This design comes from an exercise in tuning for small area, a short achievable clock period and few clock cycles on the open sky130 flow, not from production work. Where RTL was checked, it was by simulation tests only, not by an equivalence proof against the original. No activity file was given, so power comes from the tool's default toggle rates.

## before
==> flow/design.v (excerpt) <==
module huffman(clk, reset, gray_valid, gray_data, CNT_valid, CNT1, CNT2, CNT3, CNT4, CNT5, CNT6,code_valid, HC1, HC2, HC3, HC4, HC5, HC6, M1, M2, M3, M4, M5, M6);
Size: roughly 970 cells after synthesis.
Settings: LEC_CHECK=0, CAP_MARGIN=20, CORE_MARGIN=2, CORE_UTILIZATION=40, SETUP_SLACK_MARGIN=2.6, SLEW_MARGIN=20; clock period 5.0 ns.
run.sh (not shown) runs the stock make flow with config.mk's settings and CLKGATE_MAP_FILE= SYNTH_SCRIPT=/design/flow/synth_recipe.tcl, a recipe that flattens the netlist after the stock synthesis.
No stage failed in before, and the final checks on the layout all came back clean.
Testbench counts of before, summed over its fixed seeds: cycles 47,600.
For after, these inputs were changed with respect to before:
- CORE_UTILIZATION now 55, was 40
- SETUP_SLACK_MARGIN now 3.0, was 2.6
- CTS_CLUSTER_SIZE now 30, previously not set
[summary]
Run comparison: after endpoint of the worst setup timing path P[5][1]; before endpoint of the worst setup timing path CNT5[5]
Static leakage grows by more than 10% when moving from before to after.
before has a lower count of clock-buffer cells in the layout than after.
Going from before to after, period utilization -3.4 points, number of setup buffers added after CTS +120%.
In after, the clock share of power came out 1.6 points below the value in before.
Combinational share of power: after vs before up 5.1 points

* * *

## rev 12
Another version of the RTL of huffman (not shown whole).
Size in the first run: roughly 9000 um^2 of cells after synthesis.
==> flow/config.mk <==
export PLATFORM = sky130hd
export DESIGN_NAME = huffman
export DESIGN_NICKNAME = huffman
export VERILOG_FILES = /design/flow/design.v
export SDC_FILE = /design/flow/constraint.sdc
export NUM_CORES = 4
export LEC_CHECK = 0
export CAP_MARGIN = 20
export CORE_MARGIN = 2
export CORE_UTILIZATION = 40
export SETUP_SLACK_MARGIN = 2.8
export SLEW_MARGIN = 20
==> flow/constraint.sdc <==
create_clock -name core_clock -period 5.0 [get_ports {clk}]
set_input_delay 1.0000 -clock core_clock [delete_from_list [all_inputs] [get_ports {clk}]]
set_output_delay 1.0000 -clock core_clock [all_outputs]
set_load 0.01 [all_outputs]
standard.sh (not shown) runs the stock make flow with config.mk's settings and CLKGATE_MAP_FILE= SYNTH_SCRIPT=/design/flow/synth_recipe.tcl, a recipe that flattens the netlist after the stock synthesis.
==> flow/flow/run.sh <==
#!/bin/bash
# Own flow: the standard synthesis and layout (standard.sh), with the
# port buffers made of the smallest plain buffer cell. The make output goes
# to layout.log here.
set -euo pipefail
bash standard.sh BUFFER_PORTS_ARGS="-buffer_cell sky130_fd_sc_hd__buf_1" finish > "$PWD/layout.log" 2>&1
What rev 13 does differently from rev 12 at the input level:
- SETUP_SLACK_MARGIN changed from 2.8 to 3.0
Results
No stage failed in rev 13, and the final checks on the layout all came back clean.
Rev 13 against rev 12: fraction of area in registers now smaller; first-iteration detailed-routing DRC count has increased; amount of wire on met2 after detailed routing now larger; clock share of power went down 1.5 points; global-route wire length before repair went up about 7%.
Rev 13: overall fraction of global-route tracks in use 1.6 points above rev 12
No run of this note included a check of the RTL's function; only the layout flow was run.

* * *

## build 15
The RTL this note starts from:
==> flow/design.v <==
module huffman(clk, reset, gray_valid, gray_data, CNT_valid, CNT1, CNT2, CNT3, CNT4, CNT5, CNT6,code_valid, HC1, HC2, HC3, HC4, HC5, HC6, M1, M2, M3, M4, M5, M6);
input clk;
input reset;
input gray_valid;
input [7:0] gray_data;
output reg CNT_valid;
output [7:0] CNT1, CNT2, CNT3, CNT4, CNT5, CNT6;
output reg code_valid;
output [7:0] HC1, HC2, HC3, HC4, HC5, HC6;
output [7:0] M1, M2, M3, M4, M5, M6;
integer i;
function lt7;
	input [6:0] a, b;
	reg [6:0] l, g;
	reg l10, g10, l32, g32, l54, g54, l30, g30, l64, g64;
	begin
		l = ~a & b;
		g = a & ~b;
		l10 = l[1] | (~g[1] & l[0]);	g10 = g[1] | (~l[1] & g[0]);
		l32 = l[3] | (~g[3] & l[2]);	g32 = g[3] | (~l[3] & g[2]);
		l54 = l[5] | (~g[5] & l[4]);	g54 = g[5] | (~l[5] & g[4]);
		l30 = l32 | (~g32 & l10);	g30 = g32 | (~l32 & g10);
		l64 = l[6] | (~g[6] & l54);	g64 = g[6] | (~l[6] & g54);
		lt7 = l64 | (~g64 & l30);
	end
endfunction
reg [3:0] st;
reg mv;
reg srt, slast, mrg;
wire img_end = (st == 4'd1) & ~gray_valid;
wire [3:0] st_n = (st == 4'd0) ? {3'd0, gray_valid} :
		(st == 4'd1) ? (gray_valid ? 4'd1 : 4'd2) :
		(st == 4'd12) ? 4'd12 : (mv ? st + 4'd1 : st);
always @(posedge clk or posedge reset)
	if (reset) begin
		st <= 4'd0;
		mv <= 1'b0;
		srt <= 1'b0;
		slast <= 1'b0;
		mrg <= 1'b0;
		CNT_valid <= 1'b0;
		code_valid <= 1'b0;
	end else begin
		st <= st_n;
		mv <= img_end | ((srt | mrg) & (~mv | (st_n == 4'd11)));
		srt <= (st_n >= 4'd2) & (st_n <= 4'd6);
		slast <= (st_n == 4'd6);
		mrg <= (st_n >= 4'd7) & (st_n <= 4'd11);
		CNT_valid <= img_end;
		code_valid <= (st == 4'd11) & mv;
	end
reg [6:0] Q [0:5];
assign CNT1 = {1'b0, Q[5]};
assign CNT2 = {1'b0, Q[0]};
assign CNT3 = {1'b0, Q[1]};
assign CNT4 = {1'b0, Q[2]};
assign CNT5 = {1'b0, Q[3]};
assign CNT6 = {1'b0, Q[4]};
wire [5:1] unsorted = {1'b0, st <= 4'd2, st <= 4'd3, st <= 4'd4, st <= 4'd5};
wire [5:1] lt_c;
genvar g;
generate
	for (g = 1; g < 6; g = g + 1) begin : cmp
		assign lt_c[g] = unsorted[g] | lt7(Q[g], Q[0]);
	end
endgenerate
reg [5:1] lt_r;
always @(posedge clk or posedge reset)
	if (reset)
		lt_r <= 5'd0;
	else
		lt_r <= lt_c;
wire [7:0] lt = {2'b00, lt_r, 1'b1};
wire [6:0] addA = Q[0] + Q[1];
wire [6:0] addB = Q[1] + Q[2];
wire [6:0] S = (addA & {7{~lt[2]}}) | (addB & {7{lt[2]}});
wire [5:0] inc;
assign inc[0] = gray_valid & (gray_data[2:0] == 3'd2);
assign inc[1] = gray_valid & (gray_data[2:0] == 3'd3);
assign inc[2] = gray_valid & (gray_data[2:0] == 3'd4);
assign inc[3] = gray_valid & (gray_data[2:0] == 3'd5);
assign inc[4] = gray_valid & (gray_data[2:0] == 3'd6);
assign inc[5] = gray_valid & (gray_data[2:0] == 3'd1);
wire sm = mv & srt & ~slast;
wire mm = mv & (slast | mrg);
reg [6:0] Qn [0:5];
reg [6:0] Qc [0:5];
reg selB, selC, selD;
always @(*) begin
	for (i = 0; i < 6; i = i + 1)
		Qc[i] = inc[i] ? Q[i] + 7'd1 : Q[i];
	selB = sm & lt[1];
	Qn[0] = (Qc[0] & {7{~(selB | mm)}}) | (Q[1] & {7{selB}}) | (S & {7{mm}});
	for (i = 1; i < 5; i = i + 1) begin
		selB = (sm & lt[i+1]) | (mm & ~lt[i+2] & ~lt[i+1]);
		selC = mm & lt[i+2];
		selD = (sm & ~lt[i+1] & lt[i]) | (mm & ~lt[i+2] & lt[i+1]);
		Qn[i] = (Qc[i] & {7{~(selB | selC | selD)}}) | (Q[(i+1)%6] & {7{selB}})
			| (Q[(i+2)%6] & {7{selC}}) | (Q[0] & {7{selD}});
	end
	selD = sm & lt[5];
	Qn[5] = (Qc[5] & {7{~(selD | mm)}}) | (Q[0] & {7{selD}}) | {7{mm}};
end
always @(posedge clk or posedge reset)
	if (reset) begin
		for (i = 0; i < 6; i = i + 1)
			Q[i] <= 7'd0;
	end else begin
		for (i = 0; i < 6; i = i + 1)
			Q[i] <= Qn[i];
	end
wire [2:0] ins = {lt[4], lt[2] & ~lt[4], (lt[1] & ~lt[2]) | (lt[3] & ~lt[4]) | lt[5]};
function [2:0] place;
	input [2:0] m;
	place = (m == 3'd0) ? 3'd0 : (m == 3'd1) ? 3'd5 : m - 3'd1;
endfunction
reg [2:0] nv [0:7];
always @(*) begin
	if (mm) begin
		nv[0] = place(ins);
		for (i = 1; i < 5; i = i + 1)
			nv[i] = lt[i] ? place(i - 1) : place(i);
		nv[5] = slast ? (lt[5] ? place(4) : place(5)) : place(ins);
	end else begin
		nv[0] = ins;
		for (i = 1; i < 6; i = i + 1)
			nv[i] = lt[i] ? i - 1 : i;
	end
	nv[6] = 3'd0;
	nv[7] = 3'd0;
end
reg [2:0] P [0:5];
reg [4:0] T [0:5];
reg [4:0] H [0:5];
always @(posedge clk or posedge reset)
	if (reset) begin
		P[0] <= 3'd5;
		for (i = 1; i < 6; i = i + 1)
			P[i] <= i - 1;
		for (i = 0; i < 6; i = i + 1) begin
			T[i] <= 5'd0;
			H[i] <= 5'd0;
		end
	end else begin
		for (i = 0; i < 6; i = i + 1) begin
			if (mv)
				P[i] <= nv[P[i]];
			if (mv & mrg & ((P[i] == 3'd0) | (P[i] == 3'd5))) begin
				T[i] <= {T[i][3:0], 1'b1};
				if (P[i] == 3'd0)
					H[i] <= H[i] | ({T[i][3:0], 1'b1} & ~T[i]);
			end
		end
	end
assign HC1 = {3'b0, H[0]};	assign M1 = {3'b0, T[0][4:1], 1'b1};
assign HC2 = {3'b0, H[1]};	assign M2 = {3'b0, T[1][4:1], 1'b1};
assign HC3 = {3'b0, H[2]};	assign M3 = {3'b0, T[2][4:1], 1'b1};
assign HC4 = {3'b0, H[3]};	assign M4 = {3'b0, T[3][4:1], 1'b1};
assign HC5 = {3'b0, H[4]};	assign M5 = {3'b0, T[4][4:1], 1'b1};
assign HC6 = {3'b0, H[5]};	assign M6 = {3'b0, T[5][4:1], 1'b1};
endmodule
clock: 5.0 ns
lec_check: 0
cap_margin: 20
core_margin: 2
core_utilization: 40
setup_slack_margin: 2.7
slew_margin: 20
Scripts as last shown in full above: flow/flow/run.sh
Build 15: all stages complete, timing, DRC and antenna checks passed
Testbench counts of build 15, summed over its fixed seeds: cycles 47,600.
Edits applied to the flow inputs when going from build 15 to build 5:
Settings: SETUP_SLACK_MARGIN now 2.6, was 2.7.
Findings:
- Of build 15 and build 5, the run reporting the lower final routed wire length divided by cell count was build 15.
- Total stage count of the critical path for build 5: 8 up relative to build 15
- Comparing build 15 and build 5, the lower combinational power share is on build 5.
- Higher net switching power was reported by build 5, not build 15.
- Comparing build 15 and build 5, the higher minimum period implied by the final worst setup slack is on build 5.
What build 41 does differently from build 5 at the input level:
Settings: SETUP_SLACK_MARGIN changed from 2.6 to 2.8; CORE_UTILIZATION changed from 40 to 60.
Diff build 5 -> build 41 | aggregate global-route resource usage | increase of 8.7 points. Endpoint of the worst setup timing path: P[5][1] -> build 5, P[4][1] -> build 41. Comparing fraction of the cycle the final worst path needs for build 41 and build 5, the bigger number came from build 5. Summary of the comparison: total net switching power is higher in build 41, relative to build 5. Between build 41 and build 5, the die area is higher for build 5. From build 5 to build 41, max-cap check violation count did not move at all. Build 41 packs its core tighter than build 5. Where post-layout minimum cycle time is concerned, build 5 is outperformed by build 41. [build 41] data required time of the worst path rose 0.02 ns relative to build 5. Build 41 vs build 5 — final estimated routing congestion in global placement rose 1.2%. Count of clock-buffer cells in the layout was higher in the run labelled build 41.

## re-timing with driven ports
How much do the figures lean on ideal ports? The routed layouts below were timed once more, with nothing changed but the port constraints. Step 1 sets driving cells, clkbuf_16 on the clock port and buf_2 on the other inputs (assumed; they add their load-dependent delay and slew). Step 2 moves the port delays by t, midway between the first and last clock arrival at a register: inputs arrive t later, outputs are due t later. That takes back most of the time a late clock gives input paths. a / b / c = ideal ports / drivers / drivers and shift; a / b = the first two.
run	shift t [ns]	slack for setup (ns)	latest minus earliest clock arrival (ns)
before	0.467	2.639 / 2.593 / 2.248	0.010 / 0.011
after	0.467	2.808 / 2.808 / 2.425	0.013 / 0.013
rev 12	0.469	2.704 / 2.704 / 2.403	0.010 / 0.011
rev 13	0.469	2.651 / 2.651 / 2.386	0.014 / 0.014
build 15	0.461	2.778 / 2.735 / 2.389	0.017 / 0.017
build 5	0.466	2.652 / 2.652 / 2.402	0.018 / 0.018
build 41	0.464	2.804 / 2.792 / 2.465	0.011 / 0.011
After both steps every run listed still meets setup and hold. The setup slack of before, which loses most, moves by -0.046 ns with the drivers and by -0.391 ns with both steps.
